Background: an optimization exercise with open tools, aiming at a short achievable clock period and few clock cycles. Do not read the settings as production practice.
Where RTL was checked, it was by simulation tests only, not by an equivalence proof against the original.
The RTL of run 1 was laid out without a check of its function.
No activity file was given, so power comes from the tool's default toggle rates.

==> flow/design.v <==
module riscv_if(
	input	[12+1:2]		pcn_i,	 
	input	[16-1:0]		v_i,
	input	[16-1:0]		tk_i,	 
	input	[16-1:0]		ret_i,
	input	[16*12-1:0]	tag_i,
	input	[16*12-1:0]	tgt_i,
	input	[16*2-1:0]		ctr_i,
	input	[12+1:2]		ras_i,
	output	[16-1:0]		match_o,
	output				hit_o,
	output				pred_o,
	output	[1:0]			ctr_o,
	output	[12+1:2]		ptgt_o
);
integer i;
reg	[12+1:2]	t;
reg	[1:0]		c;
reg			r;
always @(*) begin
	t = {12{1'b0}};
	c = 2'd0;
	r = 1'b0;
	for (i = 0; i < 16; i = i + 1) begin
		t = t | ({12{match_o[i]}} & tgt_i[i*12 +: 12]);
		c = c | ({2{match_o[i]}} & ctr_i[i*2 +: 2]);
		r = r | (match_o[i] & ret_i[i]);
	end
end
wire	[16-1:0]	match_p;
riscv_if_match MP(.pcn_i(pcn_i), .v_i(v_i), .tag_i(tag_i), .match_o(match_p));
riscv_if_match MT(.pcn_i(pcn_i), .v_i(v_i), .tag_i(tag_i), .match_o(match_o));
assign	hit_o  = |match_p;
assign	pred_o = |(match_p & tk_i);
assign	ctr_o  = c;
assign	ptgt_o = r ? ras_i : t;
endmodule
module riscv_if_match(
	input	[12+1:2]		pcn_i,	 
	input	[16-1:0]		v_i,
	input	[16*12-1:0]	tag_i,
	output	[16-1:0]		match_o
);
genvar gi;
generate
	for (gi = 0; gi < 16; gi = gi + 1) begin : g_m
		assign match_o[gi] = v_i[gi] & (tag_i[gi*12 +: 12] == ~pcn_i);
	end
endgenerate
endmodule
module riscv_if_static(
	input	[31:0]		pc_i,
	input	[31:0]		inst_i,
	input	[12+1:2]	ras_i,
	input			fus_i,		 
	input	[31:0]		epc_i,		 
	input	[31:12]		esum_i,		 
	output			pred_o,
	output	[31:2]		tgt_o
);
wire	[4:0]	opc = inst_i[6:2];
wire	[4:0]	rd  = inst_i[11:7];
wire	[4:0]	rs1 = inst_i[19:15];
wire	s   = inst_i[31];
wire	jal = (opc == 5'b11011) & (inst_i[19:12] == {8{s}});
wire	bb  = (opc == 5'b11000) & s;
wire	ret = (opc == 5'b11001) & ((rs1 == 5'd1) | (rs1 == 5'd5)) & ~((rd == 5'd1) | (rd == 5'd5));
wire	[12:1]	jimm = {s, inst_i[20], inst_i[30:21]};
wire	[12:1]	bimm = {s, inst_i[7], inst_i[30:25], inst_i[11:8]};
wire	[12:1]	jlo, blo;
wire		jc, bc;
riscv_if_add12 JA(.a_i(pc_i[12:1]), .b_i(jimm), .s_o(jlo), .c_o(jc));
riscv_if_add12 BA(.a_i(pc_i[12:1]), .b_i(bimm), .s_o(blo), .c_o(bc));
wire	[11:0]	flo;
wire		fc;
riscv_if_add12 FA(.a_i(epc_i[11:0]), .b_i(inst_i[31:20]), .s_o(flo), .c_o(fc));
riscv_if_ssel SEL(
	.fus_i(fus_i),
	.fc_i(fc),
	.flo_i(flo[11:2]),
	.fhi_i(esum_i),
	.jal_i(jal),
	.bb_i(bb),
	.ret_i(ret),
	.s_i(s),
	.jc_i(jc),
	.bc_i(bc),
	.jlo_i(jlo[12:2]),
	.blo_i(blo[12:2]),
	.hi_i(pc_i[31:13]),
	.ras_i(ras_i),
	.pred_o(pred_o),
	.tgt_o(tgt_o)
);
endmodule
module riscv_if_ssel(
	input		fus_i,
	input		fc_i,
	input	[11:2]	flo_i,
	input	[31:12]	fhi_i,
	input		jal_i,
	input		bb_i,
	input		ret_i,
	input		s_i,
	input		jc_i,
	input		bc_i,
	input	[12:2]	jlo_i,
	input	[12:2]	blo_i,
	input	[31:13]	hi_i,
	input	[12+1:2]	ras_i,
	output		pred_o,
	output	[31:2]	tgt_o
);
assign	pred_o = jal_i | bb_i | fus_i | ret_i;
assign	tgt_o  = jal_i ? {hi_i, jlo_i} : bb_i ? {hi_i, blo_i} : fus_i ? {fhi_i, flo_i} :
		 {hi_i[31:12+2], ras_i};
endmodule
module riscv_if_add12(
	input	[11:0]	a_i,
	input	[11:0]	b_i,
	output	[11:0]	s_o,
	output		c_o
);
wire	[11:0]	g0, p0, g1, p1, g2, p2, g3, p3, g4, p4;
riscv_if_pg12 PG(.a_i(a_i), .b_i(b_i), .g_o(g0), .p_o(p0));
riscv_alu_pfx #(.D(1), .INV(0), .W(12)) L1(.g_i(g0), .p_i(p0), .g_o(g1), .p_o(p1));
riscv_alu_pfx #(.D(2), .INV(1), .W(12)) L2(.g_i(g1), .p_i(p1), .g_o(g2), .p_o(p2));
riscv_alu_pfx #(.D(4), .INV(0), .W(12)) L3(.g_i(g2), .p_i(p2), .g_o(g3), .p_o(p3));
riscv_alu_pfx #(.D(8), .INV(1), .W(12)) L4(.g_i(g3), .p_i(p3), .g_o(g4), .p_o(p4));
riscv_if_sum12 SU(.p_i(p0), .c_i(g4), .s_o(s_o), .c_o(c_o));
endmodule
module riscv_if_pg12(
	input	[11:0]	a_i,
	input	[11:0]	b_i,
	output	[11:0]	g_o,
	output	[11:0]	p_o
);
assign	g_o = a_i & b_i;
assign	p_o = a_i ^ b_i;
endmodule
module riscv_if_sum12(
	input	[11:0]	p_i,
	input	[11:0]	c_i,
	output	[11:0]	s_o,
	output		c_o
);
assign	s_o = p_i ^ {c_i[10:0], 1'b0};
assign	c_o = c_i[11];
endmodule
module riscv_id(
	input	[31:0]		inst_i,
	output	[4:0]		rd_o,
	output	[4:0]		rs1_o,
	output	[4:0]		rs2_o,
	output			lui_o,
	output			auipc_o,
	output			jal_o,
	output			jalr_o,
	output			br_o,
	output			load_o,
	output			store_o,
	output			use1_o,		 
	output			use2_o,		 
	output			wr_o,		 
	output			rs2b_o,		 
	output			call_o,
	output			ret_o,
	output	[31:0]		imm_o,		 
	output	[31:0]		timm_o,		 
	output	[5:0]		brc_o,		 
	output	[11-1:0]	op_o
);
wire	[31:0]	inst = inst_i;
wire	[4:0]	opc  = inst[6:2];
wire	[2:0]	f3   = inst[14:12];
assign	rd_o  = inst[11:7];
assign	rs1_o = inst[19:15];
assign	rs2_o = inst[24:20];
wire	opimm = (opc == 5'b00100);
wire	op    = (opc == 5'b01100);
assign	lui_o   = (opc == 5'b01101);
assign	auipc_o = (opc == 5'b00101);
assign	jal_o   = (opc == 5'b11011);
assign	jalr_o  = (opc == 5'b11001);
assign	br_o    = (opc == 5'b11000);
assign	load_o  = (opc == 5'b00000);
assign	store_o = (opc == 5'b01000);
assign	use1_o  = jalr_o | br_o | load_o | store_o | opimm | op;
assign	use2_o  = br_o | store_o | op;
assign	wr_o    = lui_o | auipc_o | jal_o | jalr_o | load_o | opimm | op;
assign	rs2b_o  = br_o | op;
wire	rd_link  = (rd_o == 5'd1) | (rd_o == 5'd5);
wire	rs1_link = (rs1_o == 5'd1) | (rs1_o == 5'd5);
assign	call_o  = (jal_o | jalr_o) & rd_link;
assign	ret_o   = jalr_o & rs1_link & ~rd_link;
wire	[31:0]	imm_i = {{20{inst[31]}}, inst[31:20]};
wire	[31:0]	imm_s = {{20{inst[31]}}, inst[31:25], inst[11:7]};
wire	[31:0]	imm_b = {{20{inst[31]}}, inst[7], inst[30:25], inst[11:8], 1'b0};
wire	[31:0]	imm_u = {inst[31:12], 12'b0};
wire	[31:0]	imm_j = {{12{inst[31]}}, inst[19:12], inst[20], inst[30:21], 1'b0};
assign	imm_o  = store_o ? imm_s : (lui_o | auipc_o) ? imm_u : imm_i;
assign	timm_o = jal_o ? imm_j : imm_b;
assign	brc_o = {f3 == 3'd7, f3 == 3'd6, f3 == 3'd5, f3 == 3'd4, f3 == 3'd1, f3 == 3'd0} & {6{br_o}};
wire	alu = op | opimm;
assign	op_o[0]  = lui_o | auipc_o | load_o | store_o | (opimm & f3 == 3'd0) | (op & f3 == 3'd0 & ~inst[30]);
assign	op_o[1]  = op & f3 == 3'd0 & inst[30];
assign	op_o[2]  = alu & f3 == 3'd2;
assign	op_o[3] = alu & f3 == 3'd3;
assign	op_o[4]  = alu & f3 == 3'd4;
assign	op_o[5]   = alu & f3 == 3'd6;
assign	op_o[6]  = alu & f3 == 3'd7;
assign	op_o[7]  = alu & f3 == 3'd1;
assign	op_o[8]  = alu & f3 == 3'd5 & ~inst[30];
assign	op_o[9]  = alu & f3 == 3'd5 & inst[30];
assign	op_o[10] = jal_o | jalr_o;
endmodule
module riscv_alu(
	input	[31:0]		a_i,
	input	[31:0]		b_i,
	input	[11-1:0]	op_i,
	input	[31:0]		pc4_i,
	input	[31:0]		sum_i,		 
	input	[31:0]		diff_i,		 
	input			ltu_i,
	input			lts_i,
	output	[31:0]		res_o
);
wire	[31:0]	sh;
riscv_alu_shift SH(
	.a_i(a_i),
	.sh_i(b_i[4:0]),
	.left_i(op_i[7]),
	.arith_i(op_i[9]),
	.res_o(sh)
);
wire	[31:0]	other;
riscv_alu_other OTH(
	.a_i(a_i),
	.b_i(b_i),
	.op_i(op_i),
	.pc4_i(pc4_i),
	.sh_i(sh),
	.res_o(other)
);
riscv_alu_mux MUX(
	.add_i(op_i[0]),
	.sub_i(op_i[1]),
	.slt_i(op_i[2]),
	.sltu_i(op_i[3]),
	.sum_i(sum_i),
	.diff_i(diff_i),
	.lts_i(lts_i),
	.ltu_i(ltu_i),
	.other_i(other),
	.res_o(res_o)
);
endmodule
module riscv_alu_other(
	input	[31:0]		a_i,
	input	[31:0]		b_i,
	input	[11-1:0]	op_i,
	input	[31:0]		pc4_i,
	input	[31:0]		sh_i,
	output	[31:0]		res_o
);
assign	res_o = ({32{op_i[4]}}  & (a_i ^ b_i)) |
		({32{op_i[5]}}   & (a_i | b_i)) |
		({32{op_i[6]}}  & (a_i & b_i)) |
		({32{op_i[7] | op_i[8] | op_i[9]}} & sh_i) |
		({32{op_i[10]}} & pc4_i);
endmodule
module riscv_alu_mux(
	input		add_i,
	input		sub_i,
	input		slt_i,
	input		sltu_i,
	input	[31:0]	sum_i,
	input	[31:0]	diff_i,
	input		lts_i,
	input		ltu_i,
	input	[31:0]	other_i,
	output	[31:0]	res_o
);
assign	res_o = ({32{add_i}} & sum_i) | ({32{sub_i}} & diff_i) | other_i |
		{31'd0, (slt_i & lts_i) | (sltu_i & ltu_i)};
endmodule
module riscv_alu_shift(
	input	[31:0]	a_i,
	input	[4:0]	sh_i,
	input		left_i,
	input		arith_i,
	output	[31:0]	res_o
);
wire	[31:0]	sl  = a_i << sh_i;
wire	[31:0]	sr  = a_i >> sh_i;
wire	[31:0]	sra = sr | ({32{a_i[31]}} & ~(32'hffffffff >> sh_i));
assign	res_o = left_i ? sl : arith_i ? sra : sr;
endmodule
module riscv_alu_add #(
	parameter SUB = 0
)(
	input	[31:0]	a_i,
	input	[31:0]	b_i,
	output	[31:0]	s_o
);
wire	[31:0]	p0, g0, g1, p1, g2, p2, g3, p3, g4, p4, g5, p5;
riscv_alu_pg #(.SUB(SUB)) PG(.a_i(a_i), .b_i(b_i), .g_o(g0), .p_o(p0));
riscv_alu_pfx #(.D(1),  .INV(0)) L1(.g_i(g0), .p_i(p0), .g_o(g1), .p_o(p1));
riscv_alu_pfx #(.D(2),  .INV(1)) L2(.g_i(g1), .p_i(p1), .g_o(g2), .p_o(p2));
riscv_alu_pfx #(.D(4),  .INV(0)) L3(.g_i(g2), .p_i(p2), .g_o(g3), .p_o(p3));
riscv_alu_pfx #(.D(8),  .INV(1)) L4(.g_i(g3), .p_i(p3), .g_o(g4), .p_o(p4));
riscv_alu_pfx #(.D(16), .INV(0)) L5(.g_i(g4), .p_i(p4), .g_o(g5), .p_o(p5));
riscv_alu_xsum #(.SUB(SUB)) XS(.p_i(p0), .nc_i(g5), .s_o(s_o));
endmodule
module riscv_alu_pg #(
	parameter SUB = 0
)(
	input	[31:0]	a_i,
	input	[31:0]	b_i,
	output	[31:0]	g_o,
	output	[31:0]	p_o
);
wire	[31:0]	b = SUB ? ~b_i : b_i;
assign	p_o = a_i ^ b;
assign	g_o = SUB ? {a_i[31:1] & b[31:1], a_i[0] | b[0]} : (a_i & b);
endmodule
module riscv_alu_pfx #(
	parameter D = 1,
	parameter INV = 0,
	parameter W = 32
)(
	input	[W-1:0]	g_i,
	input	[W-1:0]	p_i,
	output	[W-1:0]	g_o,
	output	[W-1:0]	p_o
);
genvar i;
generate
	for (i = 0; i < W; i = i + 1) begin : g_b
		if (i < D) begin : g_pass
			assign g_o[i] = ~g_i[i];
			assign p_o[i] = ~p_i[i];
		end else if (INV == 0) begin : g_aoi
			assign g_o[i] = ~(g_i[i] | (p_i[i] & g_i[i-D]));
			assign p_o[i] = ~(p_i[i] & p_i[i-D]);
		end else begin : g_oai
			assign g_o[i] = ~(g_i[i] & (p_i[i] | g_i[i-D]));
			assign p_o[i] = ~(p_i[i] | p_i[i-D]);
		end
	end
endgenerate
endmodule
module riscv_alu_xsum #(
	parameter SUB = 0
)(
	input	[31:0]	p_i,
	input	[31:0]	nc_i,
	output	[31:0]	s_o
);
assign	s_o = p_i ^ {~nc_i[30:0], SUB ? 1'b1 : 1'b0};
endmodule
module riscv_ex(
	input		valid_i,
	input		btaken_i,	 
	input	[31:0]	jsum_i,		 
	input		jne_i,		 
	input	[31:0]	btgt_i,		 
	input		bne_i,		 
	input	[31:0]	pc4_i,
	input		br_i,
	input		jal_i,
	input		jalr_i,
	input		pred_i,		 
	output		mispred_o,
	output		taken_o,
	output	[31:0]	tgt_o,
	output	[31:0]	redir_o
);
wire	mis_t   = ~pred_i | bne_i;
wire	mis_oth = jal_i  ? mis_t :
		  jalr_i ? (~pred_i | jne_i) : pred_i;
wire	mis_br  = btaken_i ? mis_t : pred_i;
assign	mispred_o = valid_i & (br_i ? mis_br : mis_oth);
assign	taken_o   = jal_i | jalr_i | (br_i & btaken_i);
assign	tgt_o     = jalr_i ? {jsum_i[31:1], 1'b0} : btgt_i;
assign	redir_o   = br_i ? (btaken_i ? btgt_i : pc4_i) : (jal_i | jalr_i) ? tgt_o : pc4_i;
endmodule
module riscv_ex_cmp(
	input	[31:0]	a_i,
	input	[31:0]	b_i,
	input	[5:0]	brc_i,		 
	output		eq_o,
	output		ltu_o,
	output		lts_o,
	output		taken_o		 
);
wire	[31:0]	g0 = {1'b0, ~a_i[30:0] & b_i[30:0]};
wire	[31:0]	e0 = {1'b1, ~(a_i[30:0] ^ b_i[30:0])};
wire	[15:0]	g1, e1;
wire	[7:0]	g2, e2;
wire	[3:0]	g3, e3;
wire	[1:0]	g4, e4;
wire		g5, e5;
riscv_ex_cmpl #(.W(16), .INV(0)) C1(.g_i(g0), .e_i(e0), .g_o(g1), .e_o(e1));
riscv_ex_cmpl #(.W(8),  .INV(1)) C2(.g_i(g1), .e_i(e1), .g_o(g2), .e_o(e2));
riscv_ex_cmpl #(.W(4),  .INV(0)) C3(.g_i(g2), .e_i(e2), .g_o(g3), .e_o(e3));
riscv_ex_cmpl #(.W(2),  .INV(1)) C4(.g_i(g3), .e_i(e3), .g_o(g4), .e_o(e4));
riscv_ex_cmpl #(.W(1),  .INV(0)) C5(.g_i(g4), .e_i(e4), .g_o(g5), .e_o(e5));
riscv_ex_cmpf CF(.a31_i(a_i[31]), .b31_i(b_i[31]), .ng_i(g5), .ne_i(e5), .brc_i(brc_i),
	.eq_o(eq_o), .ltu_o(ltu_o), .lts_o(lts_o), .taken_o(taken_o));
endmodule
module riscv_ex_cmpl #(
	parameter W = 1,
	parameter INV = 0
)(
	input	[2*W-1:0]	g_i,
	input	[2*W-1:0]	e_i,
	output	[W-1:0]		g_o,
	output	[W-1:0]		e_o
);
genvar i;
generate
	for (i = 0; i < W; i = i + 1) begin : g_b
		if (INV == 0) begin : g_aoi
			assign g_o[i] = ~(g_i[2*i+1] | (e_i[2*i+1] & g_i[2*i]));
			assign e_o[i] = ~(e_i[2*i+1] & e_i[2*i]);
		end else begin : g_oai
			assign g_o[i] = ~(g_i[2*i+1] & (e_i[2*i+1] | g_i[2*i]));
			assign e_o[i] = ~(e_i[2*i+1] | e_i[2*i]);
		end
	end
endgenerate
endmodule
module riscv_ex_cmpf(
	input		a31_i,
	input		b31_i,
	input		ng_i,
	input		ne_i,
	input	[5:0]	brc_i,
	output		eq_o,
	output		ltu_o,
	output		lts_o,
	output		taken_o
);
wire	e31 = ~(a31_i ^ b31_i);
assign	eq_o  = e31 & ~ne_i;
assign	ltu_o = (~a31_i & b31_i) | (e31 & ~ng_i);
assign	lts_o = (a31_i & ~b31_i) | (e31 & ~ng_i);
assign	taken_o = (brc_i[0] & eq_o) | (brc_i[1] & ~eq_o) | (brc_i[2] & lts_o) | (brc_i[3] & ~lts_o) |
		  (brc_i[4] & ltu_o) | (brc_i[5] & ~ltu_o);
endmodule
module riscv_ex_sumeq(
	input	[31:0]	a_i,
	input	[31:0]	b_i,
	input	[31:0]	k_i,
	output		ne_o
);
wire	[31:0]	x, r, g;
wire	[30:0]	ok;
riscv_ex_xor2 X1(.a_i(a_i), .b_i(b_i), .y_o(x));
riscv_ex_xor2 X2(.a_i(x), .b_i(k_i), .y_o(r));
riscv_ex_sumeq_g G(.a_i(a_i), .b_i(b_i), .x_i(x), .r_i(r), .g_o(g));
riscv_ex_sumeq_ok K(.r_i(r), .g_i(g), .a0_i(a_i[0]), .b0_i(b_i[0]), .ok_o(ok));
riscv_ex_and31 A(.x_i(ok), .yn_o(ne_o));
endmodule
module riscv_ex_xor2(
	input	[31:0]	a_i,
	input	[31:0]	b_i,
	output	[31:0]	y_o
);
assign	y_o = a_i ^ b_i;
endmodule
module riscv_ex_sumeq_g(
	input	[31:0]	a_i,
	input	[31:0]	b_i,
	input	[31:0]	x_i,
	input	[31:0]	r_i,
	output	[31:0]	g_o
);
assign	g_o = (a_i & b_i) | (x_i & r_i);
endmodule
module riscv_ex_sumeq_ok(
	input	[31:0]	r_i,
	input	[31:0]	g_i,
	input		a0_i,
	input		b0_i,
	output	[30:0]	ok_o
);
assign	ok_o = {~(r_i[31:2] ^ g_i[30:1]), ~(r_i[1] ^ (a0_i & b0_i))};
endmodule
module riscv_ex_and31(
	input	[30:0]	x_i,
	output		yn_o
);
wire	[7:0]	n1;
wire	[3:0]	a2;
riscv_ex_nand4 #(.W(8)) L1(.x_i({1'b1, x_i}), .y_o(n1));
riscv_ex_nor2  #(.W(4)) L2(.x_i(n1), .y_o(a2));
riscv_ex_nand4 #(.W(1)) L3(.x_i(a2), .y_o(yn_o));
endmodule
module riscv_ex_nand4 #(
	parameter W = 1
)(
	input	[4*W-1:0]	x_i,
	output	[W-1:0]		y_o
);
genvar i;
generate
	for (i = 0; i < W; i = i + 1) begin : g_b
		assign y_o[i] = ~&x_i[4*i +: 4];
	end
endgenerate
endmodule
module riscv_ex_nor4 #(
	parameter W = 1
)(
	input	[4*W-1:0]	x_i,
	output	[W-1:0]		y_o
);
genvar i;
generate
	for (i = 0; i < W; i = i + 1) begin : g_b
		assign y_o[i] = ~|x_i[4*i +: 4];
	end
endgenerate
endmodule
module riscv_ex_nor2 #(
	parameter W = 1
)(
	input	[2*W-1:0]	x_i,
	output	[W-1:0]		y_o
);
genvar i;
generate
	for (i = 0; i < W; i = i + 1) begin : g_b
		assign y_o[i] = ~|x_i[2*i +: 2];
	end
endgenerate
endmodule
module riscv_ex_nand2 #(
	parameter W = 1
)(
	input	[2*W-1:0]	x_i,
	output	[W-1:0]		y_o
);
genvar i;
generate
	for (i = 0; i < W; i = i + 1) begin : g_b
		assign y_o[i] = ~&x_i[2*i +: 2];
	end
endgenerate
endmodule
module riscv_wb(
	input			en_i,
	input	[31:0]		pc_i,
	input			dred_i,
	input	[31:2]		stgt_i,
	input			stall_i,
	output	[31:0]		next_o,
	output	[31:0]		pc4_o
);
assign	pc4_o  = pc_i + 32'd4;
assign	next_o = ~en_i   ? 32'd0 :
		 dred_i  ? {stgt_i, 2'b00} :
		 stall_i ? pc_i : pc4_o;
endmodule
module riscv_wb_s(
	input			sel_i,
	input	[31:12+2]	hi_i,
	input	[12+1:2]	ptgt_i,
	input	[31:0]		next_i,
	output	[31:0]		next_o
);
assign	next_o = sel_i ? {hi_i, ptgt_i, 2'b00} : next_i;
endmodule
module riscv_wb_f(
	input			mispred_i,
	input	[31:0]		redir_i,
	input	[31:0]		next_i,
	output	[31:0]		next_o
);
assign	next_o = mispred_i ? redir_i : next_i;
endmodule
module riscv_register(
	input	[32*32-1:0]	rf_i,
	input	[4:0]		idx_i,
	output	[31:0]		val_o
);
wire	[31:0]	sel_lo, sel_hi;
riscv_register_dec DECL(.idx_i(idx_i), .sel_o(sel_lo));
riscv_register_dec DECH(.idx_i(idx_i), .sel_o(sel_hi));
genvar b;
generate
	for (b = 0; b < 32; b = b + 1) begin : g_bit
		wire	[31:0]	col;
		wire	[15:0]	l1;
		wire	[3:0]	l2;
		wire	[1:0]	l3;
		genvar r;
		for (r = 0; r < 32; r = r + 1) begin : g_col
			assign col[r] = rf_i[r*32 + b];
		end
		riscv_register_aoi22 L1(.s_i(b < 16 ? sel_lo : sel_hi), .d_i(col), .y_o(l1));
		riscv_ex_nand4 #(.W(4)) L2(.x_i(l1), .y_o(l2));
		riscv_ex_nor2  #(.W(2)) L3(.x_i(l2), .y_o(l3));
		riscv_ex_nand2 #(.W(1)) L4(.x_i(l3), .y_o(val_o[b]));
	end
endgenerate
endmodule
module riscv_register_dec(
	input	[4:0]	idx_i,
	output	[31:0]	sel_o
);
genvar i;
generate
	for (i = 0; i < 32; i = i + 1) begin : g_d
		assign sel_o[i] = (i != 0) && (idx_i == i);
	end
endgenerate
endmodule
module riscv_register_aoi22(
	input	[31:0]	s_i,
	input	[31:0]	d_i,
	output	[15:0]	y_o
);
genvar i;
generate
	for (i = 0; i < 16; i = i + 1) begin : g_b
		assign y_o[i] = ~((s_i[2*i] & d_i[2*i]) | (s_i[2*i+1] & d_i[2*i+1]));
	end
endgenerate
endmodule
module riscv_stall(
	input	[4:0]	rs1_i,
	input	[4:0]	rs2_i,
	input		use1_i,
	input		use2_i,
	input		e_fwd_i,	 
	input		e_load_i,	 
	input	[4:0]	e_rd_i,
	input		m_fwd_i,	 
	input	[4:0]	m_rd_i,
	output		h1e_o,
	output		h1m_o,
	output		h2e_o,
	output		h2m_o,
	output		stall_o
);
wire	eq1 = (e_rd_i == rs1_i);
wire	eq2 = (e_rd_i == rs2_i);
assign	h1e_o = e_fwd_i & eq1;
assign	h1m_o = m_fwd_i & (m_rd_i == rs1_i);
assign	h2e_o = e_fwd_i & eq2;
assign	h2m_o = m_fwd_i & (m_rd_i == rs2_i);
assign	stall_o = e_load_i & ((use1_i & eq1) | (use2_i & eq2));
endmodule
module riscv_forward(
	input		sel_e_i,
	input	[31:0]	e_i,
	input		sel_r_i,
	input	[31:0]	r_i,
	input	[31:0]	o_i,
	output	[31:0]	val_o
);
assign	val_o = sel_e_i ? e_i : sel_r_i ? r_i : o_i;
endmodule
module riscv_forward_pre(
	input		sel_m_i,	 
	input		sel_x_i,	 
	input	[31:0]	m_i,
	input	[31:0]	x_i,
	output	[31:0]	val_o
);
assign	val_o = ({32{sel_m_i}} & m_i) | ({32{sel_x_i}} & x_i);
endmodule
module riscv(
	input	wire		clk,
	input	wire		rst,		 
	input	wire	[31:0]	inst_i,		 
	output	wire	[31:0]	inst_addr_o,	 
	output	wire		inst_ce_o,	 
	input	wire	[31:0]	data_i,		 
	output	wire		data_we_o,	 
	output	wire		data_ce_o,	 
	output	wire	[31:0]	data_addr_o,	 
	output	wire	[31:0]	data_o		 
);
assign	inst_ce_o = 1'b1;
assign	data_ce_o = 1'b1;
reg	[31:0]	pc_out;
reg	[31:0]	pc;
reg	[12+1:2]	pc_btb_n;	 
reg		d_valid;
reg	[31:0]	d_inst;
reg	[31:0]	d_pc;
reg	[31:0]	d_pc4;
reg		d_pred;		 
reg	[31:2]	d_ptgt;		 
reg		d_hit;
reg	[16-1:0]	d_match;
reg	[1:0]	d_ctr;
reg	[2:0]	d_it, d_tr;
reg		d_lc;
reg		e_valid;
reg	[31:0]	e_pc;
reg	[31:0]	e_pc4;
reg	[31:0]	e_a;		 
reg	[31:0]	e_b;		 
reg	[31:0]	e_s;		 
reg	[31:0]	e_timm;		 
reg	[4:0]	e_rd;
reg		e_we;		 
reg		e_load;
reg		e_store;
reg		e_br;
reg		e_jal;
reg		e_jalr;
reg		e_auipc;
reg		e_call;
reg		e_ret;
reg	[5:0]	e_brc;		 
reg	[11-1:0]	e_op;	 
reg		e_pred;		 
reg	[31:2]	e_ptgt;		 
reg		e_hit;		 
reg	[16-1:0]	e_match;	 
reg	[1:0]	e_ctr;		 
reg	[2:0]	e_it, e_tr;	 
reg		e_lc;
reg		m_valid;
reg	[31:0]	m_addr;
reg	[31:0]	m_res_n;
reg	[31:0]	m_sd;
reg		m_we_mem;
reg	[4:0]	m_rd;
reg		m_we;
reg		m_load;
reg	[31:0]	rf [1:31];
reg	[31:0]	rf_v;		 
reg	[16-1:0]	btb_v;
reg	[16-1:0]	btb_tk;		 
reg	[16-1:0]	btb_ret;	 
reg	[12+1:2]	btb_tag [0:16-1];
reg	[12+1:2]	btb_tgt [0:16-1];
reg	[1:0]	btb_ctr [0:16-1];
reg	[2:0]	btb_it  [0:16-1];
reg	[2:0]	btb_tr  [0:16-1];
reg	[16-1:0]	btb_lc;
reg	[16-1:0]	btb_rr;		 
reg	[12+1:2]	ras0, ras1, ras2, ras3;
reg		u_btb;
reg		u_alloc;
reg	[16-1:0]	u_sel;
reg	[12+1:2]	u_tag;
reg	[12+1:2]	u_atgt;		 
reg	[12+1:2]	u_ptgt;		 
reg		u_taken, u_hit, u_v, u_jmp, u_ret;
reg	[1:0]	u_octr;
reg		u_bwd;
reg	[2:0]	u_oit, u_otr;
reg		u_olc;
reg		u_call, u_pop;
reg	[12+1:2]	u_link;
wire	[31:0]	m_res = ~m_res_n;
wire	[31:0]	m_val = m_load ? data_i : m_res;
wire	[31:0]	sum, diff;
wire		ltu, lts, eq, btaken;
riscv_alu_add #(.SUB(0)) ADD(.a_i(e_a), .b_i(e_b), .s_o(sum));
riscv_alu_add #(.SUB(1)) SUB(.a_i(e_a), .b_i(e_b), .s_o(diff));
riscv_ex_cmp CMP(.a_i(e_a), .b_i(e_b), .brc_i(e_brc), .eq_o(eq), .ltu_o(ltu), .lts_o(lts), .taken_o(btaken));
wire	[31:0]	res;
riscv_alu ALU(
	.a_i(e_a),
	.b_i(e_b),
	.op_i(e_op),
	.pc4_i(e_pc4),
	.sum_i(sum),
	.diff_i(diff),
	.ltu_i(ltu),
	.lts_i(lts),
	.res_o(res)
);
wire	[31:0]	e_pfull = {e_ptgt, 2'b00};
wire	[31:0]	btgt;
wire		jne, bne;
riscv_alu_add BTGT(.a_i(e_pc), .b_i(e_timm), .s_o(btgt));
riscv_ex_sumeq JOK(.a_i(e_a), .b_i(e_b), .k_i(e_pfull), .ne_o(jne));
riscv_ex_sumeq BOK(.a_i(e_pc), .b_i(e_timm), .k_i(e_pfull), .ne_o(bne));
wire		mispred;
wire		act_taken;
wire	[31:0]	act_tgt;
wire	[31:0]	redir_pc;
riscv_ex BR(
	.valid_i(e_valid),
	.btaken_i(btaken),
	.jsum_i(sum),
	.jne_i(jne),
	.btgt_i(btgt),
	.bne_i(bne),
	.pc4_i(e_pc4),
	.br_i(e_br),
	.jal_i(e_jal),
	.jalr_i(e_jalr),
	.pred_i(e_pred),
	.mispred_o(mispred),
	.taken_o(act_taken),
	.tgt_o(act_tgt),
	.redir_o(redir_pc)
);
wire	[4:0]	rd, rs1, rs2;
wire		d_lui, d_auipc, d_jal, d_jalr, d_br, d_load, d_store;
wire		d_use1, d_use2, d_wr, d_rs2b, d_call, d_ret;
wire	[31:0]	d_imm, d_timm;
wire	[5:0]	d_brc;
wire	[11-1:0]	d_op;
riscv_id DEC(
	.inst_i(d_inst),
	.rd_o(rd),
	.rs1_o(rs1),
	.rs2_o(rs2),
	.lui_o(d_lui),
	.auipc_o(d_auipc),
	.jal_o(d_jal),
	.jalr_o(d_jalr),
	.br_o(d_br),
	.load_o(d_load),
	.store_o(d_store),
	.use1_o(d_use1),
	.use2_o(d_use2),
	.wr_o(d_wr),
	.rs2b_o(d_rs2b),
	.call_o(d_call),
	.ret_o(d_ret),
	.imm_o(d_imm),
	.timm_o(d_timm),
	.brc_o(d_brc),
	.op_o(d_op)
);
wire	[32*32-1:0]	rf_flat;
assign	rf_flat[31:0] = 32'd0;
genvar gi;
generate
	for (gi = 1; gi < 32; gi = gi + 1) begin : g_rf
		assign rf_flat[gi*32 +: 32] = rf[gi] & {32{rf_v[gi]}};
	end
endgenerate
wire	[31:0]	rf1, rf2;
riscv_register RD1(.rf_i(rf_flat), .idx_i(rs1), .val_o(rf1));
riscv_register RD2(.rf_i(rf_flat), .idx_i(rs2), .val_o(rf2));
wire	h1e, h1m, h2e, h2m, stall_raw;
riscv_stall HAZ(
	.rs1_i(rs1),
	.rs2_i(rs2),
	.use1_i(d_use1),
	.use2_i(d_use2),
	.e_fwd_i(e_valid & e_we),
	.e_load_i(e_valid & e_load & e_we),
	.e_rd_i(e_rd),
	.m_fwd_i(m_valid & m_we),
	.m_rd_i(m_rd),
	.h1e_o(h1e),
	.h1m_o(h1m),
	.h2e_o(h2e),
	.h2m_o(h2m),
	.stall_o(stall_raw)
);
wire	stall = d_valid & stall_raw;
wire	a_reg = ~d_auipc & ~d_lui;
wire	[31:0]	pre_a, pre_b, pre_s, opa, opb, ops;
riscv_forward_pre PA(.sel_m_i(a_reg & h1m), .sel_x_i(d_auipc), .m_i(m_val), .x_i(d_pc), .val_o(pre_a));
riscv_forward_pre PB(.sel_m_i(d_rs2b & h2m), .sel_x_i(~d_rs2b), .m_i(m_val), .x_i(d_imm), .val_o(pre_b));
riscv_forward_pre PS(.sel_m_i(h2m), .sel_x_i(1'b0), .m_i(m_val), .x_i(32'd0), .val_o(pre_s));
riscv_forward FA(.sel_e_i(a_reg & h1e), .e_i(res), .sel_r_i(a_reg & ~h1m), .r_i(rf1), .o_i(pre_a), .val_o(opa));
riscv_forward FB(.sel_e_i(d_rs2b & h2e), .e_i(res), .sel_r_i(d_rs2b & ~h2m), .r_i(rf2), .o_i(pre_b), .val_o(opb));
riscv_forward FS(.sel_e_i(h2e), .e_i(res), .sel_r_i(~h2m), .r_i(rf2), .o_i(pre_s), .val_o(ops));
wire	[16*12-1:0]	bt_flat;
wire	[16*12-1:0]	bg_flat;
wire	[16*2-1:0]		bc_flat;
generate
	for (gi = 0; gi < 16; gi = gi + 1) begin : g_btb
		assign bt_flat[gi*12 +: 12] = btb_tag[gi];
		assign bg_flat[gi*12 +: 12] = btb_tgt[gi];
		assign bc_flat[gi*2 +: 2] = btb_ctr[gi];
	end
endgenerate
wire	[16-1:0]	f_match;
reg	[2:0]	f_it, f_tr;
integer fi;
always @(*) begin
	f_it = 3'd0;
	f_tr = 3'd0;
	for (fi = 0; fi < 16; fi = fi + 1) begin
		f_it = f_it | ({3{f_match[fi]}} & btb_it[fi]);
		f_tr = f_tr | ({3{f_match[fi]}} & btb_tr[fi]);
	end
end
wire		f_hit, f_pred;
wire	[1:0]	f_ctr;
wire	[12+1:2]	f_ptgt;
riscv_if BTB(
	.pcn_i(pc_btb_n),
	.v_i(btb_v),
	.tk_i(btb_tk),
	.ret_i(btb_ret),
	.tag_i(bt_flat),
	.tgt_i(bg_flat),
	.ctr_i(bc_flat),
	.ras_i(ras0),
	.match_o(f_match),
	.hit_o(f_hit),
	.pred_o(f_pred),
	.ctr_o(f_ctr),
	.ptgt_o(f_ptgt)
);
wire		s_pred;
wire	[31:2]	s_tgt;
riscv_if_static SP(
	.pc_i(d_pc),
	.inst_i(d_inst),
	.ras_i(ras0),
	.fus_i(d_jalr & e_auipc & h1e),
	.epc_i(e_pc),
	.esum_i(sum[31:12]),
	.pred_o(s_pred),
	.tgt_o(s_tgt)
);
wire	s_use = ~d_hit & s_pred;
wire	dred  = d_valid & s_use & ~stall;
wire	[31:0]	next_pc, next_pc_out, next_x, next_xo, next_b, next_bo, pc4;
wire	btb_q = ~dred & ~stall;
riscv_wb NPCX(.en_i(1'b1), .pc_i(pc), .dred_i(dred), .stgt_i(s_tgt), .stall_i(stall), .next_o(next_x), .pc4_o(pc4));
riscv_wb_s NPCB(.sel_i(f_pred & btb_q), .hi_i(pc[31:12+2]), .ptgt_i(f_ptgt), .next_i(next_x), .next_o(next_b));
riscv_wb_f NPCF(.mispred_i(mispred), .redir_i(redir_pc), .next_i(next_b), .next_o(next_pc));
wire	[31:0]	pc4_unused;
riscv_wb NPCXO(.en_i(~rst), .pc_i(pc), .dred_i(dred), .stgt_i(s_tgt), .stall_i(stall), .next_o(next_xo), .pc4_o(pc4_unused));
riscv_wb_s NPCBO(.sel_i(f_pred & btb_q & ~rst), .hi_i(pc[31:12+2]), .ptgt_i(f_ptgt), .next_i(next_xo), .next_o(next_bo));
riscv_wb_f NPCFO(.mispred_i(mispred), .redir_i(redir_pc), .next_i(next_bo), .next_o(next_pc_out));
always @(posedge clk) begin
	pc_out   <= next_pc_out;
	pc_btb_n <= ~next_pc_out[12+1:2];
end
always @(posedge clk or posedge rst) begin
	if (rst) begin
		pc <= 32'd0;
	end else begin
		pc <= next_pc;
	end
end
assign	inst_addr_o = pc_out;
wire	d_take = ~stall;
always @(posedge clk or posedge rst) begin
	if (rst) begin
		d_valid <= 1'b0;
	end else if (mispred | dred) begin
		d_valid <= 1'b0;
	end else if (~stall) begin
		d_valid <= 1'b1;
	end
end
always @(posedge clk) begin
	if (d_take) begin
		d_inst  <= inst_i;
		d_pc    <= pc;
		d_pc4   <= pc4;
		d_pred  <= f_pred;
		d_ptgt  <= {pc[31:12+2], f_ptgt};
		d_hit   <= f_hit;
		d_match <= f_match;
		d_ctr   <= f_ctr;
		d_it    <= f_it;
		d_tr    <= f_tr;
		d_lc    <= |(f_match & btb_lc);
	end
end
always @(posedge clk or posedge rst) begin
	if (rst) begin
		e_valid <= 1'b0;
	end else begin
		e_valid <= d_valid & ~mispred & ~stall;
	end
end
always @(posedge clk) begin
	e_pc    <= d_pc;
	e_pc4   <= d_pc4;
	e_a     <= opa;
	e_b     <= opb;
	e_s     <= ops;
	e_timm  <= d_timm;
	e_rd    <= rd;
	e_we    <= d_wr & (rd != 5'd0);
	e_load  <= d_load;
	e_store <= d_store;
	e_br    <= d_br;
	e_jal   <= d_jal;
	e_jalr  <= d_jalr;
	e_auipc <= d_auipc;
	e_call  <= d_call;
	e_ret   <= d_ret;
	e_brc   <= d_brc;
	e_op    <= d_op;
	e_pred  <= d_pred | s_use;
	e_ptgt  <= d_hit ? d_ptgt : s_tgt;
	e_hit   <= d_hit;
	e_match <= d_match;
	e_ctr   <= d_ctr;
	e_it    <= d_it;
	e_tr    <= d_tr;
	e_lc    <= d_lc;
end
always @(posedge clk or posedge rst) begin
	if (rst) begin
		m_valid  <= 1'b0;
	end else begin
		m_valid  <= e_valid;
	end
end
always @(posedge clk) begin
	m_we_mem <= ~rst & e_valid & e_store;
	m_addr   <= res;
	m_res_n  <= ~res;
	m_sd     <= e_s;
	m_rd     <= e_rd;
	m_we     <= e_we;
	m_load   <= e_load;
end
assign	data_addr_o = m_addr;
assign	data_o      = m_sd;
assign	data_we_o   = m_we_mem;
always @(posedge clk) begin
	if (m_valid & m_we)
		rf[m_rd] <= m_val;
end
integer k;
always @(posedge clk or posedge rst) begin
	if (rst) begin
		rf_v <= 32'd0;
	end else if (m_valid & m_we) begin
		for (k = 1; k < 32; k = k + 1)
			if (m_rd == k)
				rf_v[k] <= 1'b1;
	end
end
wire	e_ctl = e_br | e_jal | e_jalr;
always @(posedge clk or posedge rst) begin
	if (rst) begin
		u_btb   <= 1'b0;
		u_alloc <= 1'b0;
		u_call  <= 1'b0;
		u_pop   <= 1'b0;
	end else begin
		u_btb   <= e_valid & (act_taken | e_hit);
		u_alloc <= e_valid & act_taken & ~e_hit;
		u_call  <= e_valid & e_call;
		u_pop   <= e_valid & e_ret;
	end
end
always @(posedge clk) begin
	u_sel   <= e_hit ? e_match : btb_rr;
	u_tag   <= e_pc[12+1:2];
	u_atgt  <= act_tgt[12+1:2];
	u_ptgt  <= e_ptgt[12+1:2];
	u_taken <= act_taken;
	u_hit   <= e_hit;
	u_octr  <= e_ctr;
	u_bwd   <= e_br & e_timm[31];
	u_oit   <= e_it;
	u_otr   <= e_tr;
	u_olc   <= e_lc;
	u_v     <= e_ctl;
	u_jmp   <= e_jal | e_jalr;
	u_ret   <= e_ret;
	u_link  <= e_pc4[12+1:2];
end
wire	[1:0]	u_ctr = ~u_hit ? 2'd2 :
			u_taken ? ((u_octr == 2'd3) ? 2'd3 : u_octr + 2'd1) :
				  ((u_octr == 2'd0) ? 2'd0 : u_octr - 2'd1);
wire	[2:0]	u_it  = ~u_taken ? 3'd0 : ~u_hit ? 3'd1 : (u_oit == 3'd7) ? 3'd7 : u_oit + 3'd1;
wire	[2:0]	u_tr  = ~u_hit ? 3'd7 : ~u_taken ? u_oit : u_otr;
wire		u_lc  = ~u_hit ? 1'b0 : u_taken ? u_olc : (u_oit == u_otr) & (u_oit != 3'd7);
wire		u_tk  = u_jmp | (u_ctr[1] & ~(u_bwd & u_lc & (u_it == u_tr)));
wire	[12+1:2]	u_tgt = u_taken ? u_atgt : u_ptgt;
integer j;
always @(posedge clk or posedge rst) begin
	if (rst) begin
		btb_v  <= {16{1'b0}};
		btb_rr <= {{(16-1){1'b0}}, 1'b1};
	end else begin
		if (u_btb)
			btb_v <= (btb_v & ~u_sel) | ({16{u_v}} & u_sel);
		if (u_alloc)
			btb_rr <= {btb_rr[16-2:0], btb_rr[16-1]};
	end
end
always @(posedge clk) begin
	for (j = 0; j < 16; j = j + 1) begin
		if (u_btb & u_sel[j]) begin
			btb_tk[j]  <= u_tk;
			btb_ret[j] <= u_ret;
			btb_tag[j] <= u_tag;
			btb_tgt[j] <= u_tgt;
			btb_ctr[j] <= u_ctr;
			btb_it[j]  <= u_it;
			btb_tr[j]  <= u_tr;
			btb_lc[j]  <= u_lc;
		end
	end
end
wire	r_call = e_valid & e_call;
wire	r_pop  = e_valid & e_ret;
always @(posedge clk or posedge rst) begin
	if (rst) begin
		ras0 <= {12{1'b0}};
		ras1 <= {12{1'b0}};
		ras2 <= {12{1'b0}};
		ras3 <= {12{1'b0}};
	end else if (r_call & r_pop) begin
		ras0 <= e_pc4[12+1:2];
	end else if (r_call) begin
		ras0 <= e_pc4[12+1:2];
		ras1 <= ras0;
		ras2 <= ras1;
		ras3 <= ras2;
	end else if (r_pop) begin
		ras0 <= ras1;
		ras1 <= ras2;
		ras2 <= ras3;
	end
end
endmodule
==> flow/flow/run.sh <==
#!/bin/bash
set -u
bash standard.sh SETUP_SLACK_MARGIN=6.7 finish > standard_flow.log 2>&1
==> flow/standard.sh <==
#!/bin/bash
# synth_recipe.tcl (not shown) runs the flow's synth.tcl, then flattens the netlist and writes it again
# the make line also repeats each setting of config.mk as NAME=value (left out here)
make -C /OpenROAD-flow-scripts/flow DESIGN_CONFIG=/design/flow/config.mk WORK_HOME=/design/flow/orfs CLKGATE_MAP_FILE= SYNTH_SCRIPT=/design/flow/synth_recipe.tcl "${@:-finish}"
==> flow/config.mk <==
export PLATFORM = sky130hd
export DESIGN_NAME = riscv
export DESIGN_NICKNAME = riscv
export VERILOG_FILES = /design/flow/design.v
export SDC_FILE = /design/flow/constraint.sdc
export NUM_CORES = 8
export LEC_CHECK = 0
export CAP_MARGIN = 20
export CORE_MARGIN = 2
export CORE_UTILIZATION = 40
export CTS_CLUSTER_DIAMETER = 150
export CTS_CLUSTER_SIZE = 20
export PLACE_DENSITY = 0.6
export SLEW_MARGIN = 20
export SYNTH_HIERARCHICAL = 1
export TNS_END_PERCENT = 100
==> flow/constraint.sdc <==
create_clock -name core_clock -period 10.0 [get_ports {clk}]
set_input_delay 2.0000 -clock core_clock [delete_from_list [all_inputs] [get_ports {clk}]]
set_output_delay 2.0000 -clock core_clock [all_outputs]
set_load 0.01 [all_outputs]
==> results by group, run 1 <==
Routing
  • DR vias/cell: a little over 6
  • Initial DRC Count: 12.2k
  • Drt first pass iters: 8
  • Wire per inst: 33.2 um
  • Via count: between 90k and 100k
  • Final ANT Viol Nets: 0
  • Drt total wl: 509 mm
  • DRC: 0

Clock tree
  • Clock root cell: clkbuf_16
  • Worst skew pair latency: roughly 0.89 ns
  • CTS tree: yes
  • Clk slew on worst S/H paths: about 0.11 ns
  • Num CTS Buffers: 139
  • Hold Buf Count CTS: 0
  • # clock sinks: 2328
  • CTS HTree Levels: 4
  • CTS Buffer Depth: 4

Floorplanning
  • Initial core utilization: 0.402
  • Die area: about 320000 sq um
  • I/O pins: 165
  • Die outline height: 567 um
  • Row Count: 206
  • Die extent in x: roughly 570 um
  • Core Area: 315000 sq um

Power
  • Pwr dens: 153 nW/um^2
  • Clock share of power: 0.278
  • Combinational power share: 0.221
  • Net Sw Frac: 0.316
  • Leakage power: 50.4 nW
  • Psw: between 6 and 7 mW
  • Maximum vdd ir drop: between 0.15 and 0.2 mV
  • Tot Pwr: 22.1 mW
  • Internal power: 15.1 mW
  • Seq pwr share: 0.501

Global route
  • GRT Overall Usage: 0.303
  • Number of global-route vias before repair: 91.7k
  • GR Overflow Total: 0
  • Initial antenna violation count: 36
  • Pin count of the biggest net entering global routing: 66
  • First-pass GRT wire length: between 600 and 700 mm

Critical path
  • Worst Setup Start Kind: flop
  • CP startpoint: e_a[26]
  • Worst EP arrival: 4.56 ns
  • Worst reg2reg path startpoint: e_a[26]
  • Flop-to-flop setup slack: 6.20 ns
  • Worst path required time: around 11 ns
  • Worst-path maximum fanout: 7
  • Worst R2R End: pc_out[29]
  • Register-to-Register Path Depth: 15
  • CP endpoint kind: flop
  • Setup Crit Path Kind: flop to flop
  • Capture point of the worst path: pc_out[29]

STA
  • Final setup TNS: 0 ns
  • Fin. Hold Viols: 0
  • Crit path time final: 3.80 ns
  • Slew @ Worst Pin: between 1 and 1.5 ns
  • Final setup fails: 0
  • Worst hold slack: between 0.2 and 0.3 ns
  • RSZ-0062 raised after global routing: yes
  • Pins over their slew limit: 0
  • Final worst path period share: 0.380
  • Max Clock Freq: 0.263 GHz
  • Worst Skew: 0.0931 ns
  • Slew HR: 0.192

Synthesis
  • Post-Syn Area per Cell: around 12 sq um
  • Synth warnings: 13
  • Post-Syn Area: about 130000 sq um
  • Syn Inst Count: approximately 11k

Placement
  • Routability cong.: about 0.98
  • DP Cell Count: 14.8k
  • Buffers added on ports: 160
  • DP Wirelength: 325 mm
  • Placed Area: between 100000 and 150000 sq um

Cells and area
  • Layout area overhead: 13.9%
  • Total Nets Final: ~11k
  • Non-Filler Instances: 15.3k
  • Cell area after layout: 145000 sq um
  • Share of cells above drive strength 1: 0.285
  • Filler instances: 28.5k

Hold path
  • Hold WC Path Type: flop to flop

Job
  • Max_cap viols: 0

Outcome
  • Outcome: complete, no violations
[cell type report]
class / count / area (sq um) / area share
antenna: 18 / 45.0 / 0.000311
clock buffer: 227 / 3890 / 0.0269
clock inverter: 11 / 190 / 0.00131
inverter: 379 / 1450 / 0.0100
multi-input combinational: 7409 / 61000 / 0.421
sequential: 2328 / 64500 / 0.446
tap: 4160 / 5200 / 0.0360
timing repair buffer: 805 / 8400 / 0.0580
timing repair inverter: 1 / 7.51 / 0.0000519
[placed cells by master (no fill, tap or decap), drive strengths merged, types with 373 or more instances in the layout]
master  instances
buf           720
dfxtp         495
inv           377
nand2         644
nor2          616
edfxtp       1685
xor2          564
a21oi         373
nand4         400
and2         1024
a22oi        1063
o21ai         424
[state kept, by name (all words and copies together) (netlist names), 48 cells and up, named ones only]
signal / count
btb_tr: 48
btb_tag: 192
btb_tgt: 192
rf: 992
btb_it: 48
[worst min path at each step]
stage,cells past startpoint,slack (ns),end,from
2_1_floorplan,0,0.31,m_sd[0],e_s[0]
3_3_place_gp,0,0.31,u_oit[2],e_it[2]
3_5_place_dp,0,0.31,m_sd[4],e_s[4]
4_1_cts,0,0.30,m_sd[31],e_s[31]
5_1_grt,0,0.28,m_sd[31],e_s[31]
6_report,0,0.29,m_sd[31],e_s[31]
[repair_timing]
action,4_1_cts,5_1_grt
pin swaps,42,41
resized for setup,878,290
setup endpoints to repair,431,267
setup buffers,150,95
cloned,27,14
[per-stage QoR]
step / util / setup slack, ns
2_1_floorplan: - / 4.30
3_3_place_gp: 0.427 / 4.70
3_5_place_dp: 0.427 / 4.63
4_1_cts: 0.450 / 6.26
5_1_grt: 0.458 / 6.20
6_report: 0.459 / 6.20
[worst max-delay path, stage by stage (launching register included)]
cell,delay (ns)
dfxtp_2,0.36
buf_12,0.15
xor2_4,0.19
xor2_2,0.20
a22o_1,0.20
xnor2_2,0.11
nand4_1,0.20
nor2_4,0.21
nand4_1,0.37
or4b_1,0.60
o211ai_1,0.15
a21boi_4,0.14
buf_12,0.19
buf_12,0.14
buf_16,0.13
mux2_4,0.30
[routing by layer]
layer / global-route usage / routed length [um] / vias to the layer above
met2: 0.461 / 222000 / 5533
met5: 0 / 270 / -
met3: 0.0646 / 50200 / 1291
li1: - / - / 40300
met1: 0.398 / 202000 / 48100
met4: 0.174 / 34400 / 18
[power groups by stage]
stage / Combinational (mW) / Sequential [mW] / Clock [mW]
4_1_cts: 4.43 / 11.0 / 6.20
3_3_place_gp: 4.11 / 11.3 / 0
2_1_floorplan: 2.60 / 11.0 / 0
3_5_place_dp: 4.16 / 11.3 / 0
5_1_grt: 5.04 / 11.1 / 6.52
6_report: 4.87 / 11.1 / 6.13
==> inputs of run 2 (changes only) <==
--- a/flow/design.v
+++ b/flow/design.v
@@ -551,27 +551,30 @@
 endgenerate
 endmodule
 module riscv_wb(
-	input			en_i,
 	input	[31:0]		pc_i,
-	input			dred_i,
-	input	[31:2]		stgt_i,
 	input			stall_i,
+	input			pred_i,
+	input	[12+1:2]	ptgt_i,
 	output	[31:0]		next_o,
 	output	[31:0]		pc4_o
 );
 assign	pc4_o  = pc_i + 32'd4;
-assign	next_o = ~en_i   ? 32'd0 :
-		 dred_i  ? {stgt_i, 2'b00} :
-		 stall_i ? pc_i : pc4_o;
+assign	next_o = stall_i ? pc_i :
+		 pred_i  ? {pc_i[31:12+2], ptgt_i, 2'b00} : pc4_o;
 endmodule
 module riscv_wb_s(
-	input			sel_i,
-	input	[31:12+2]	hi_i,
-	input	[12+1:2]	ptgt_i,
+	input			en_i,
+	input			stall_i,
+	input			pred_i,		 
+	input			spred_i,	 
+	input	[31:2]		stgt_i,
 	input	[31:0]		next_i,
 	output	[31:0]		next_o
 );
-assign	next_o = sel_i ? {hi_i, ptgt_i, 2'b00} : next_i;
+wire	use_s = ~stall_i & ~pred_i & spred_i;
+wire	sel_s = en_i & use_s;
+wire	sel_o = en_i & ~use_s;
+assign	next_o = ({32{sel_s}} & {stgt_i, 2'b00}) | ({32{sel_o}} & next_i);
 endmodule
 module riscv_wb_f(
 	input			mispred_i,
@@ -690,17 +693,6 @@
 reg	[31:0]	pc_out;
 reg	[31:0]	pc;
 reg	[12+1:2]	pc_btb_n;	 
-reg		d_valid;
-reg	[31:0]	d_inst;
-reg	[31:0]	d_pc;
-reg	[31:0]	d_pc4;
-reg		d_pred;		 
-reg	[31:2]	d_ptgt;		 
-reg		d_hit;
-reg	[16-1:0]	d_match;
-reg	[1:0]	d_ctr;
-reg	[2:0]	d_it, d_tr;
-reg		d_lc;
 reg		e_valid;
 reg	[31:0]	e_pc;
 reg	[31:0]	e_pc4;
@@ -814,7 +806,7 @@
 wire	[5:0]	d_brc;
 wire	[11-1:0]	d_op;
 riscv_id DEC(
-	.inst_i(d_inst),
+	.inst_i(inst_i),
 	.rd_o(rd),
 	.rs1_o(rs1),
 	.rs2_o(rs2),
@@ -847,7 +839,7 @@
 wire	[31:0]	rf1, rf2;
 riscv_register RD1(.rf_i(rf_flat), .idx_i(rs1), .val_o(rf1));
 riscv_register RD2(.rf_i(rf_flat), .idx_i(rs2), .val_o(rf2));
-wire	h1e, h1m, h2e, h2m, stall_raw;
+wire	h1e, h1m, h2e, h2m, stall;
 riscv_stall HAZ(
 	.rs1_i(rs1),
 	.rs2_i(rs2),
@@ -862,12 +854,11 @@
 	.h1m_o(h1m),
 	.h2e_o(h2e),
 	.h2m_o(h2m),
-	.stall_o(stall_raw)
+	.stall_o(stall)
 );
-wire	stall = d_valid & stall_raw;
 wire	a_reg = ~d_auipc & ~d_lui;
 wire	[31:0]	pre_a, pre_b, pre_s, opa, opb, ops;
-riscv_forward_pre PA(.sel_m_i(a_reg & h1m), .sel_x_i(d_auipc), .m_i(m_val), .x_i(d_pc), .val_o(pre_a));
+riscv_forward_pre PA(.sel_m_i(a_reg & h1m), .sel_x_i(d_auipc), .m_i(m_val), .x_i(pc), .val_o(pre_a));
 riscv_forward_pre PB(.sel_m_i(d_rs2b & h2m), .sel_x_i(~d_rs2b), .m_i(m_val), .x_i(d_imm), .val_o(pre_b));
 riscv_forward_pre PS(.sel_m_i(h2m), .sel_x_i(1'b0), .m_i(m_val), .x_i(32'd0), .val_o(pre_s));
 riscv_forward FA(.sel_e_i(a_reg & h1e), .e_i(res), .sel_r_i(a_reg & ~h1m), .r_i(rf1), .o_i(pre_a), .val_o(opa));
@@ -915,8 +906,8 @@
 wire		s_pred;
 wire	[31:2]	s_tgt;
 riscv_if_static SP(
-	.pc_i(d_pc),
-	.inst_i(d_inst),
+	.pc_i(pc),
+	.inst_i(inst_i),
 	.ras_i(ras0),
 	.fus_i(d_jalr & e_auipc & h1e),
 	.epc_i(e_pc),
@@ -924,17 +915,36 @@
 	.pred_o(s_pred),
 	.tgt_o(s_tgt)
 );
-wire	s_use = ~d_hit & s_pred;
-wire	dred  = d_valid & s_use & ~stall;
-wire	[31:0]	next_pc, next_pc_out, next_x, next_xo, next_b, next_bo, pc4;
-wire	btb_q = ~dred & ~stall;
-riscv_wb NPCX(.en_i(1'b1), .pc_i(pc), .dred_i(dred), .stgt_i(s_tgt), .stall_i(stall), .next_o(next_x), .pc4_o(pc4));
-riscv_wb_s NPCB(.sel_i(f_pred & btb_q), .hi_i(pc[31:12+2]), .ptgt_i(f_ptgt), .next_i(next_x), .next_o(next_b));
-riscv_wb_f NPCF(.mispred_i(mispred), .redir_i(redir_pc), .next_i(next_b), .next_o(next_pc));
-wire	[31:0]	pc4_unused;
-riscv_wb NPCXO(.en_i(~rst), .pc_i(pc), .dred_i(dred), .stgt_i(s_tgt), .stall_i(stall), .next_o(next_xo), .pc4_o(pc4_unused));
-riscv_wb_s NPCBO(.sel_i(f_pred & btb_q & ~rst), .hi_i(pc[31:12+2]), .ptgt_i(f_ptgt), .next_i(next_xo), .next_o(next_bo));
-riscv_wb_f NPCFO(.mispred_i(mispred), .redir_i(redir_pc), .next_i(next_bo), .next_o(next_pc_out));
+wire	s_use = ~f_hit & s_pred;
+wire	[31:0]	next_pc, next_pc_out, next_pc_b, next_pc_s, next_pc_so, pc4;
+riscv_wb NPC(
+	.pc_i(pc),
+	.stall_i(stall),
+	.pred_i(f_pred),
+	.ptgt_i(f_ptgt),
+	.next_o(next_pc_b),
+	.pc4_o(pc4)
+);
+riscv_wb_s NPCS(
+	.en_i(1'b1),
+	.stall_i(stall),
+	.pred_i(f_pred),
+	.spred_i(s_use),
+	.stgt_i(s_tgt),
+	.next_i(next_pc_b),
+	.next_o(next_pc_s)
+);
+riscv_wb_f NPCF(.mispred_i(mispred), .redir_i(redir_pc), .next_i(next_pc_s), .next_o(next_pc));
+riscv_wb_s NPCSO(
+	.en_i(~rst),
+	.stall_i(stall),
+	.pred_i(f_pred),
+	.spred_i(s_use),
+	.stgt_i(s_tgt),
+	.next_i(next_pc_b),
+	.next_o(next_pc_so)
+);
+riscv_wb_f NPCFO(.mispred_i(mispred), .redir_i(redir_pc), .next_i(next_pc_so), .next_o(next_pc_out));
 always @(posedge clk) begin
 	pc_out   <= next_pc_out;
 	pc_btb_n <= ~next_pc_out[12+1:2];
@@ -947,41 +957,16 @@
 	end
 end
 assign	inst_addr_o = pc_out;
-wire	d_take = ~stall;
-always @(posedge clk or posedge rst) begin
-	if (rst) begin
-		d_valid <= 1'b0;
-	end else if (mispred | dred) begin
-		d_valid <= 1'b0;
-	end else if (~stall) begin
-		d_valid <= 1'b1;
-	end
-end
-always @(posedge clk) begin
-	if (d_take) begin
-		d_inst  <= inst_i;
-		d_pc    <= pc;
-		d_pc4   <= pc4;
-		d_pred  <= f_pred;
-		d_ptgt  <= {pc[31:12+2], f_ptgt};
-		d_hit   <= f_hit;
-		d_match <= f_match;
-		d_ctr   <= f_ctr;
-		d_it    <= f_it;
-		d_tr    <= f_tr;
-		d_lc    <= |(f_match & btb_lc);
-	end
-end
 always @(posedge clk or posedge rst) begin
 	if (rst) begin
 		e_valid <= 1'b0;
 	end else begin
-		e_valid <= d_valid & ~mispred & ~stall;
+		e_valid <= ~mispred & ~stall;
 	end
 end
 always @(posedge clk) begin
-	e_pc    <= d_pc;
-	e_pc4   <= d_pc4;
+	e_pc    <= pc;
+	e_pc4   <= pc4;
 	e_a     <= opa;
 	e_b     <= opb;
 	e_s     <= ops;
@@ -998,14 +983,14 @@
 	e_ret   <= d_ret;
 	e_brc   <= d_brc;
 	e_op    <= d_op;
-	e_pred  <= d_pred | s_use;
-	e_ptgt  <= d_hit ? d_ptgt : s_tgt;
-	e_hit   <= d_hit;
-	e_match <= d_match;
-	e_ctr   <= d_ctr;
-	e_it    <= d_it;
-	e_tr    <= d_tr;
-	e_lc    <= d_lc;
+	e_pred  <= f_pred | s_use;
+	e_ptgt  <= f_hit ? {pc[31:12+2], f_ptgt} : s_tgt;
+	e_hit   <= f_hit;
+	e_match <= f_match;
+	e_ctr   <= f_ctr;
+	e_it    <= f_it;
+	e_tr    <= f_tr;
+	e_lc    <= |(f_match & btb_lc);
 end
 always @(posedge clk or posedge rst) begin
 	if (rst) begin
@@ -1105,22 +1090,20 @@
 		end
 	end
 end
-wire	r_call = e_valid & e_call;
-wire	r_pop  = e_valid & e_ret;
 always @(posedge clk or posedge rst) begin
 	if (rst) begin
 		ras0 <= {12{1'b0}};
 		ras1 <= {12{1'b0}};
 		ras2 <= {12{1'b0}};
 		ras3 <= {12{1'b0}};
-	end else if (r_call & r_pop) begin
-		ras0 <= e_pc4[12+1:2];
-	end else if (r_call) begin
-		ras0 <= e_pc4[12+1:2];
+	end else if (u_call & u_pop) begin
+		ras0 <= u_link;
+	end else if (u_call) begin
+		ras0 <= u_link;
 		ras1 <= ras0;
 		ras2 <= ras1;
 		ras3 <= ras2;
-	end else if (r_pop) begin
+	end else if (u_pop) begin
 		ras0 <= ras1;
 		ras1 <= ras2;
 		ras2 <= ras3;
==> run 2 against run 1 <==
Largest power group unchanged. Critical endpoint is now e_a[29]. Total power fell by 3.4%. Synthesized cell count decreased by 2.6%. Clock-buffer cell count fell by 8.
==> results by group, run 2 <==
Power
  • Leakage power: 53.9 nW
  • Tot Pwr: around 21 mW
  • Combinational power share: 0.240
  • Net Sw Frac: 0.323
  • Internal power: 14.4 mW
  • Seq pwr share: 0.498
  • Psw: approximately 6.9 mW
  • Pwr dens: 139 nW/um^2
  • Maximum vdd ir drop: 0.152 mV
  • Clock share of power: 0.262

Global route
  • GR Overflow Total: 0
  • Number of global-route vias before repair: 94.0k
  • First-pass GRT wire length: 717 mm
  • Initial antenna violation count: 46
  • Pin count of the biggest net entering global routing: 72
  • GRT Overall Usage: 0.325

Critical path
  • Worst-path maximum fanout: 5
  • Setup Crit Path Kind: primary input to flop
  • Worst R2R End: pc_out[30]
  • Worst EP arrival: 4.52 ns
  • Register-to-Register Path Depth: 16
  • Worst path required time: 10.73 ns
  • Flop-to-flop setup slack: 6.40 ns
  • Worst reg2reg path startpoint: pc_btb_n[4]
  • Worst Setup Start Kind: primary input
  • CP endpoint kind: flop

Cells and area
  • Commonest cells after routing, fill and taps aside: edfxtp_1, a22oi_2, and2_1, buf_4, nand2_1
  • Largest register FFs: 992
  • Cell area after layout: 153000 sq um
  • Largest registers: rf x992, btb_tag x192, btb_tgt x192
  • Core Util, Final: 0.505
  • Total Nets Final: 11.8k
  • Biggest register: rf
  • Layout area overhead: 25.6%
  • Share of cells above drive strength 1: 0.355
  • Commonest non-fill, non-tap cell in the layout: edfxtp_1

STA
  • Slew HR: 0.179
  • Final worst path period share: 0.379
  • RSZ-0062 raised after global routing: yes
  • Fin. Hold Viols: 0
  • Slew @ Worst Pin: 1.23 ns
  • Final Worst Setup Slack: 6.21 ns
  • Max Clock Freq: 0.264 GHz
  • Final setup TNS: 0 ns
  • Final setup fails: 0
  • Worst Skew: 0.123 ns
  • Crit path time final: approximately 3.8 ns
  • Pins over their slew limit: 0

Synthesis
  • Post-Syn Area: 122000 sq um
  • Synth warnings: 13
  • Post-Syn Area per Cell: 11.9 sq um
  • Syn Inst Count: 10.2k

Placement
  • Routability cong.: 0.998
  • Worst slack, placed: 3.59 ns
  • DP Wirelength: 306 mm
  • Buffers added on ports: 160
  • Placed Area: 129000 sq um

Floorplanning
  • Core Area: 303000 sq um
  • Die outline height: ~560 um
  • Die extent in x: 556 um
  • Row Count: between 200 and 250
  • Die area: 309000 sq um
  • I/O pins: about 170
  • Initial core utilization: 0.402

Hold path
  • Hold WC Path Type: flop to flop
  • Hold path cells: 0
  • Hold Path Sink: u_oit[2]
  • HP Start: e_it[2]

Outcome
  • Outcome: complete, no violations

Clock tree
  • CTS tree: yes
  • Worst skew pair latency: 0.97 ns
  • CTS HTree Levels: 3
  • Clock root cell: clkbuf_16
  • Clk slew on worst S/H paths: 0.09 ns
  • CTS Buffer Depth: 4
  • # clock sinks: between 2k and 2.5k
  • Num CTS Buffers: 125

Routing
  • Wire per inst: 33.9 um
  • Max Used Layer: met5
  • DRC: 0
  • Met3 wire length: 54.2 mm
  • Drt first pass iters: 6
  • Initial DRC Count: 12.4k
  • DR vias/cell: roughly 6.3
  • M1 WL: 200 mm
  • Metal2 WL: 238 mm
  • Via count: 97.8k
  • Final ANT Viol Nets: 0
  • Drt total wl: between 500 and 600 mm

Job
  • Max_cap viols: 0
==> run 2: power by group through the flow <==
| stage | logic, mW | clock network, mW | registers [mW] |
|---|---|---|---|
| final | 5.10 | 5.59 | 10.6 |
| after global routing | 5.29 | 5.93 | 10.6 |
| after CTS | 4.68 | 5.62 | 10.6 |
| after detailed placement | 4.02 | 0 | 10.8 |
| after global placement | 3.96 | 0 | 10.8 |
| after floorplan | 2.67 | 0 | 10.4 |
==> run 2: cell type report <==
class,count,area [sq um]
Antenna cell,28,70.1
Fill cell,25800,150000
Tap cell,3978,4980
Clock inverter,6,92.6
Timing Repair Buffer,1537,19900
Multi-Input combinational cell,7291,62100
Inverter,373,1420
Clock buffer,219,3520
Sequential cell,2208,60800
==> run 2: how the worst max path moves through the flow <==
stage / start / end / slack (ns)
finish: inst_i[15] / e_a[29] / 6.21
detailed placement: inst_i[16] / pc_out[0] / 3.59
floorplan: rst / pc_out[2] / 4.89
global placement: inst_i[16] / pc_out[0] / 3.58
CTS: inst_i[14] / pc_out[0] / 6.46
global route: inst_i[15] / e_a[29] / 6.19
==> run 2: routing by layer <==
layer / global-route usage / up-vias
met4: 0.191 / 20
met2: 0.508 / 6059
li1: - / 40800
met5: 0 / -
met3: 0.0727 / 1481
met1: 0.412 / 49500
==> run 2: what timing repair did <==
item	4_1_cts	5_1_grt
pin swaps	431	476
gates resized for setup	1712	462
gates cloned	90	29
hold buffers	0	0
endpoints found under the setup margin	368	363
setup buffers	789	261
==> run 2: worst max-delay path, cell delays in order <==
cell     delay, ns
buf_12        0.10
buf_12        0.14
buf_6         0.12
buf_12        0.14
or3b_4        0.29
buf_12        0.12
buf_4         0.12
nor2_4        0.05
buf_12        0.15
a22oi_2       0.15
nand4_1       0.35
nor2_1        0.31
nand2_2       0.20
mux2i_1       0.18
o21ai_1       0.08
==> run 2: stage by stage <==
step,hold slack [ns],cells
after global routing,0.309,15600
final,0.301,15600
after global placement,0.316,14200
after CTS,0.308,15300
after detailed placement,0.313,14200
after floorplan,0.310,10300
Testbench counts of run 2, summed over its fixed seeds: cycles 149,965.

==> static timing again, ports no longer ideal <==
No port has a modelled driver above. Below, the same layouts with a new extraction and two added sets of constraints. Step 1: set_driving_cell puts a clkbuf_16 on clk and a buf_2 on each other input, an assumption about the parent block. Step 2 moves the port delays by t, midway between the first and last clock arrival at a register: inputs arrive t later, outputs are due t later. That takes back most of the time a late clock gives input paths. a / b / c = ideal / step 1 / step 2; a / b = the first two.
run | t, ns | slack for setup (ns) | worst slew at a driven data input, ns | pins driven straight from the clock port
run 1 | 0.949 | 6.200 / 6.200 / 5.507 | 0.07 | 1
run 2 | 1.008 | 6.212 / 6.240 / 5.232 | 0.24 | 1
After both steps setup and hold are still met in every run listed. For run 2, which loses most, drivers alone change the setup slack by +0.028 ns; drivers and shift together by -0.980 ns.
